This design comes from an exercise in tuning for small area and a short achievable clock period on the open sky130 flow, not from production work.
Only simulation tests tie the RTL to the original design; equivalence was not proved.

[design/flow/run.sh]
#!/bin/bash
# synth_recipe.tcl (not shown) runs the flow's synth.tcl, then flattens the netlist and writes it again
# the make line also repeats each setting of config.mk as NAME=value (left out here)
make -C /OpenROAD-flow-scripts/flow DESIGN_CONFIG=/design/flow/config.mk WORK_HOME=/design/flow/orfs CLKGATE_MAP_FILE= SYNTH_SCRIPT=/design/flow/synth_recipe.tcl finish
[design/flow/config.mk]
export PLATFORM = sky130hd
export DESIGN_NAME = ntt4point
export DESIGN_NICKNAME = ntt4point
export VERILOG_FILES = /design/flow/design.v
export SDC_FILE = /design/flow/constraint.sdc
export NUM_CORES = 4
export LEC_CHECK = 0
export CAP_MARGIN = 20
export CORE_MARGIN = 2
export CORE_UTILIZATION = 40
export SLEW_MARGIN = 20
[design/flow/constraint.sdc]
create_clock -name core_clock -period 65.0 [get_ports {clk}]
set_input_delay 13.0000 -clock core_clock [delete_from_list [all_inputs] [get_ports {clk}]]
set_output_delay 13.0000 -clock core_clock [all_outputs]
set_load 0.01 [all_outputs]
[design/flow/design.v]
module ntt4point(
    input clk, rst,
    input [15:0] in0, in1, in2, in3,
    output reg [15:0] out0, out1, out2, out3
);
    wire [15:0] q_val = 16'd7681;
    wire [15:0] phi1 = 16'd1925;
    wire [15:0] phi2 = 16'd3383;
    wire [15:0] phi3 = 16'd6468;
    wire [15:0] temp0, temp1, temp2, temp3;
    wire [15:0] y0, y1, y2, y3;
    ctbf u0(.in_up(in0), .in_down(in2), .twf(phi2), .q(q_val), .out_up(temp0), .out_down(temp2));
    ctbf u1(.in_up(in1), .in_down(in3), .twf(phi2), .q(q_val), .out_up(temp1), .out_down(temp3));
    ctbf u2(.in_up(temp0), .in_down(temp1), .twf(phi1), .q(q_val), .out_up(y0), .out_down(y1));
    ctbf u3(.in_up(temp2), .in_down(temp3), .twf(phi3), .q(q_val), .out_up(y2), .out_down(y3));
    always @(posedge clk) begin
      if (rst) begin
        out0 <= 0;
        out1 <= 0;
        out2 <= 0;
        out3 <= 0;
      end else begin
        out0 <= y0;   
        out1 <= y2;  
        out2 <= y1;  
        out3 <= y3; 
      end
    end  
endmodule
module ctbf(
  input [15:0] in_up, in_down, twf, q,
  output [15:0] out_up, out_down
);
  wire [15:0] temp;
  modmul mm(.a(in_down), .b(twf), .q(q), .y(temp));
  modadd ma(.a(in_up), .b(temp), .q(q), .y(out_up));
  modsub ms(.a(in_up), .b(temp), .q(q), .y(out_down)); 
endmodule
module modadd(
    input [15:0] a, b, q,
    output [15:0] y
);
    wire [16:0] sum;
    assign sum = a + b;
    assign y = (sum >= q) ? sum - q : sum;
endmodule
module modsub(
    input [15:0] a, b, q,
    output [15:0] y
);
    wire [16:0] qplusa;
    assign qplusa = q + a;
    assign y = (a >= b) ? (a - b) : (qplusa - b);
endmodule
module modmul(
    input [15:0] a, b, q,
    output [15:0] y
);
    wire [31:0] result;
    assign result = a * b;
    assign y = result % q;
endmodule
==> impl_summary.log <==
INFO  metric cts_sinks = 64
INFO  metric rows = 136
INFO  metric placed_area = 0.0609 mm²
INFO  metric synth_most_common_cell = sky130_fd_sc_hd__inv_1
INFO  metric cpPeakStageDelay = about 0.65 ns
INFO  metric setup_total_negative_slack = 0 ns
INFO  metric avgRoutedWirePerCell = 17.5 µm
INFO  metric worst_setup_path_end_kind = flip-flop
INFO  metric finalHoldWorstSlack = 13.29 ns
INFO  metric yosys.area.top_type = sky130_fd_sc_hd__ha_1
INFO  metric timing.critical_path.slowest_stage_cell = sky130_fd_sc_hd__a221oi_1
INFO  metric grt_antenna_before_repair = 0
INFO  metric synthArstFlopShare = 0
INFO  metric grt_first_pass_wirelength = approximately 280 mm
INFO  metric dieHeight = 377 µm
INFO  metric post_synth_most_frequent_cells = sky130_fd_sc_hd__inv_1 (711), sky130_fd_sc_hd__nor2_1 (652), sky130_fd_sc_hd__ha_1 (585)
INFO  metric dominantRegCellSynth = sky130_fd_sc_hd__dfxtp_1
INFO  metric detail_route.drc_violations = 0
INFO  metric start_util = 0.404
INFO  metric buffer_ports.inserted = 129
INFO  metric final-seq-area = between 0.001 and 0.0015 mm²
INFO  metric critical_path_peak_fanout = 19
INFO  metric finalHoldViolations = 0
INFO  metric synth_fp_nets = 8,522
INFO  metric critical_path.most_common_cell = sky130_fd_sc_hd__buf_4
INFO  metric overall_global_routing_usage = 0.228
INFO  metric syn_avg_cell_area = about 7.3 µm²
INFO  metric fmax = ~0.016 GHz
INFO  metric ctsRootBufferMaster = sky130_fd_sc_hd__clkbuf_16
INFO  metric maximum_buffer_depth_of_the_clock_tree = 2
INFO  metric filler_cell_count = between 10,000 and 15,000
INFO  metric htreeDepth = 3
INFO  metric startpoint_class = input port
INFO  metric worst-endpoint-required = 65.19 ns
INFO  metric ant_nets = 0
INFO  metric detailedPlace.worstSlack = -0.831 ns
INFO  metric final_worst_path_period_share = 0.956
INFO  metric synth_edf_count = 0
INFO  metric ys.warnings.count = 1
INFO  metric yosys.area.top_type_share = 0.131
INFO  metric synthTopCellsByArea = sky130_fd_sc_hd__ha_1 (13%), sky130_fd_sc_hd__fa_1 (9.9%), sky130_fd_sc_hd__xnor2_1 (7.9%)
INFO  metric ys_seq_elements = 64
INFO  metric post_synth_inst_count = around 7,600
INFO  metric final-max-slew-violation-count = 0
INFO  metric floorplan.die.width = roughly 380 µm
INFO  metric global_route.overflow_total = 0
INFO  metric dr.pass1.iters = 8
INFO  metric ios = 130
INFO  metric setup_viol_count_final = 0
INFO  metric num_vias = between 50,000 and 60,000
INFO  metric routabilityCongestion = 0.956
INFO  metric floorplan.die_area = 0.142 mm²
INFO  metric max-cap-violations = 0
INFO  metric path_class = in -> reg
INFO  metric critPathArrivalTime = 62.32 ns
INFO  metric area_occupied_by_multi_input_gates = ~0.052 mm²
INFO  metric worst_setup_hold_path_clk_slew = 0.05 ns
INFO  metric outcome = complete, no violations
INFO  metric timing_worst_slew_pin_value = roughly 1.1 ns
INFO  metric drt_iter0_drc = 4,386
INFO  metric holdBufCountCts = 0
INFO  metric cts_inserted_buffers = 9
INFO  metric insertedDiodeCount = 0
INFO  metric final_critical_path_setup_slack = ~2.9 ns
INFO  metric drt-vias-per-instance = 5.93
INFO  metric critical-path-top-delay-family = compound AO/OA/AOI/OAI gates
INFO  metric cts_tree = done
INFO  metric final_period_minus_worst_setup_slack = slightly above 60 ns
INFO  metric timing.slew.headroom = 0.248
INFO  metric layout.cell_area.non_filler = 0.0626 mm²
INFO  metric grt_pass1_vias = 54,360
INFO  metric syn-cell-area = 0.0557 mm²
INFO  metric fin_cells = a little under 10,000
INFO  metric detailedPlacementHpwl = 144 mm
INFO  metric post_synth_num_cell_types = roughly 150
INFO  metric growth_of_design_area_from_synthesis_to_finish = 12.3%
INFO  metric pin_count_of_the_biggest_net_entering_global_routing = 65
INFO  metric nNetsFinal = between 8,000 and 9,000
INFO  metric seq_area_frac_synth = 0.0230
INFO  metric drt-total-wl = around 170 mm
INFO  metric core_area = 0.138 mm²
INFO  metric drive_gt1_frac = 0.111
INFO  metric dpl.cell_count = 9,652
INFO  metric holdCritPathClass = in -> reg
INFO  metric cp_num_buf_inv = 25
metrics by stage:
step	utilization
finish	0.454
global route	0.454
CTS	0.444
detailed placement	0.442
global placement	0.442
floorplan	-
worst paths after layout:
path    from  slack (ns)                   to  depth (start not counted)
max   in3[3]        2.87  out1[11]$_SDFF_PP0_                        189
min      rst       13.29   out3[2]$_SDFF_PP0_                          3
layout by cell type (no fill, tap or decap), types with 66 or more instances in the layout:
cell	instances
sky130_fd_sc_hd__a21oi_1	454
sky130_fd_sc_hd__nor2_1	645
sky130_fd_sc_hd__xnor2_1	490
sky130_fd_sc_hd__o21a_1	74
sky130_fd_sc_hd__and2_1	104
sky130_fd_sc_hd__nor3_1	213
sky130_fd_sc_hd__ha_1	585
sky130_fd_sc_hd__o211ai_1	95
sky130_fd_sc_hd__a31oi_1	106
sky130_fd_sc_hd__mux2i_1	86
sky130_fd_sc_hd__a21o_1	128
sky130_fd_sc_hd__o21ai_0	267
sky130_fd_sc_hd__nand4_1	101
sky130_fd_sc_hd__nand3_1	228
sky130_fd_sc_hd__buf_4	355
sky130_fd_sc_hd__nand2b_1	91
sky130_fd_sc_hd__nand2_1	516
sky130_fd_sc_hd__or3_1	89
sky130_fd_sc_hd__and3_1	98
sky130_fd_sc_hd__nor2b_1	66
sky130_fd_sc_hd__o21bai_1	81
sky130_fd_sc_hd__clkdlybuf4s50_1	127
sky130_fd_sc_hd__xor2_1	227
sky130_fd_sc_hd__a211oi_1	113
sky130_fd_sc_hd__fa_1	275
sky130_fd_sc_hd__nor4_1	85
sky130_fd_sc_hd__or2_2	76
sky130_fd_sc_hd__inv_1	710
timing repair:
action | 4_1_cts | 5_1_grt
resized for setup | 4 | 206
gates cloned | 0 | 2
endpoints found under the setup margin | 25 | 64
pin swaps | 0 | 24
setup buffers | 0 | 26
final cells by class:
cell class                 count  share of cell area
clock inverter                 5             0.00128
multi-input combinational   6619               0.832
inverter                     719              0.0431
sequential                    64              0.0205
clock buffer                  11             0.00388
timing repair buffer         484              0.0632
tap                         1794              0.0359
worst min-delay path, delay by kind of cell:
kind | cells | cell delay, ns
simple gates | 1 | 0.16
buf+inv | 2 | 0.41
registers in the layout, indices dropped and copies added (netlist names):
name / cells
out1: 16
out3: 16
out0: 16
out2: 16
per-layer routing:
layer | vias up | track usage | routed length, µm | share of wire
li1 | 28551 | - | - | -
met1 | 27370 | 0.319 | 81600 | 0.48
met2 | 1440 | 0.392 | 79600 | 0.47
met3 | 170 | 0.00847 | 6070 | 0.036
met4 | 0 | 0.0380 | 2580 | 0.015
met5 | - | 0 | 0 | 0
cell families (layout without fill, tap and decap cells):
group | after synthesis | count (layout) | synth area share
flip-flops | 64 | 64 | 0.0230
buffers and inverters | 915 | 1219 | 0.0638
AND/OR/NAND/NOR | 2611 | 2611 | 0.241
multiplexers | 152 | 152 | 0.0289
AO/OA/AOI/OAI | 2238 | 2240 | 0.292
adder cells (fa/ha/maj) | 873 | 873 | 0.232
XOR/XNOR | 743 | 743 | 0.119

[static timing again, ports no longer ideal]
The results above use ideal ports. As a check the final layout listed here was re-extracted and re-timed, cells and wires unchanged.
Step 1 (the two cells are an assumption about what drives the block):
set clk [get_ports {clk}]
set_driving_cell -lib_cell sky130_fd_sc_hd__clkbuf_16 $clk
set_driving_cell -lib_cell sky130_fd_sc_hd__buf_2 [delete_from_list [all_inputs] $clk]
Step 2 moves the port delays by t, midway between the first and last clock arrival at a register: inputs arrive t later, outputs are due t later. That takes back most of the time a late clock gives input paths.
a / b / c = ideal / step 1 / step 2; a / b = the first two.
t (ns): 0.363
setup slack, ns: 2.873 / 2.885 / 2.522
hold slack, ns: 13.294 / 13.279 / 13.642
latest minus earliest clock arrival (ns): 0.004 / 0.004
slew at the worst register clock pin (ns): 0.05 / 0.05
After both steps setup and hold are still met in this run. The setup slack of this run moves by +0.012 ns with the drivers and by -0.351 ns with both steps.
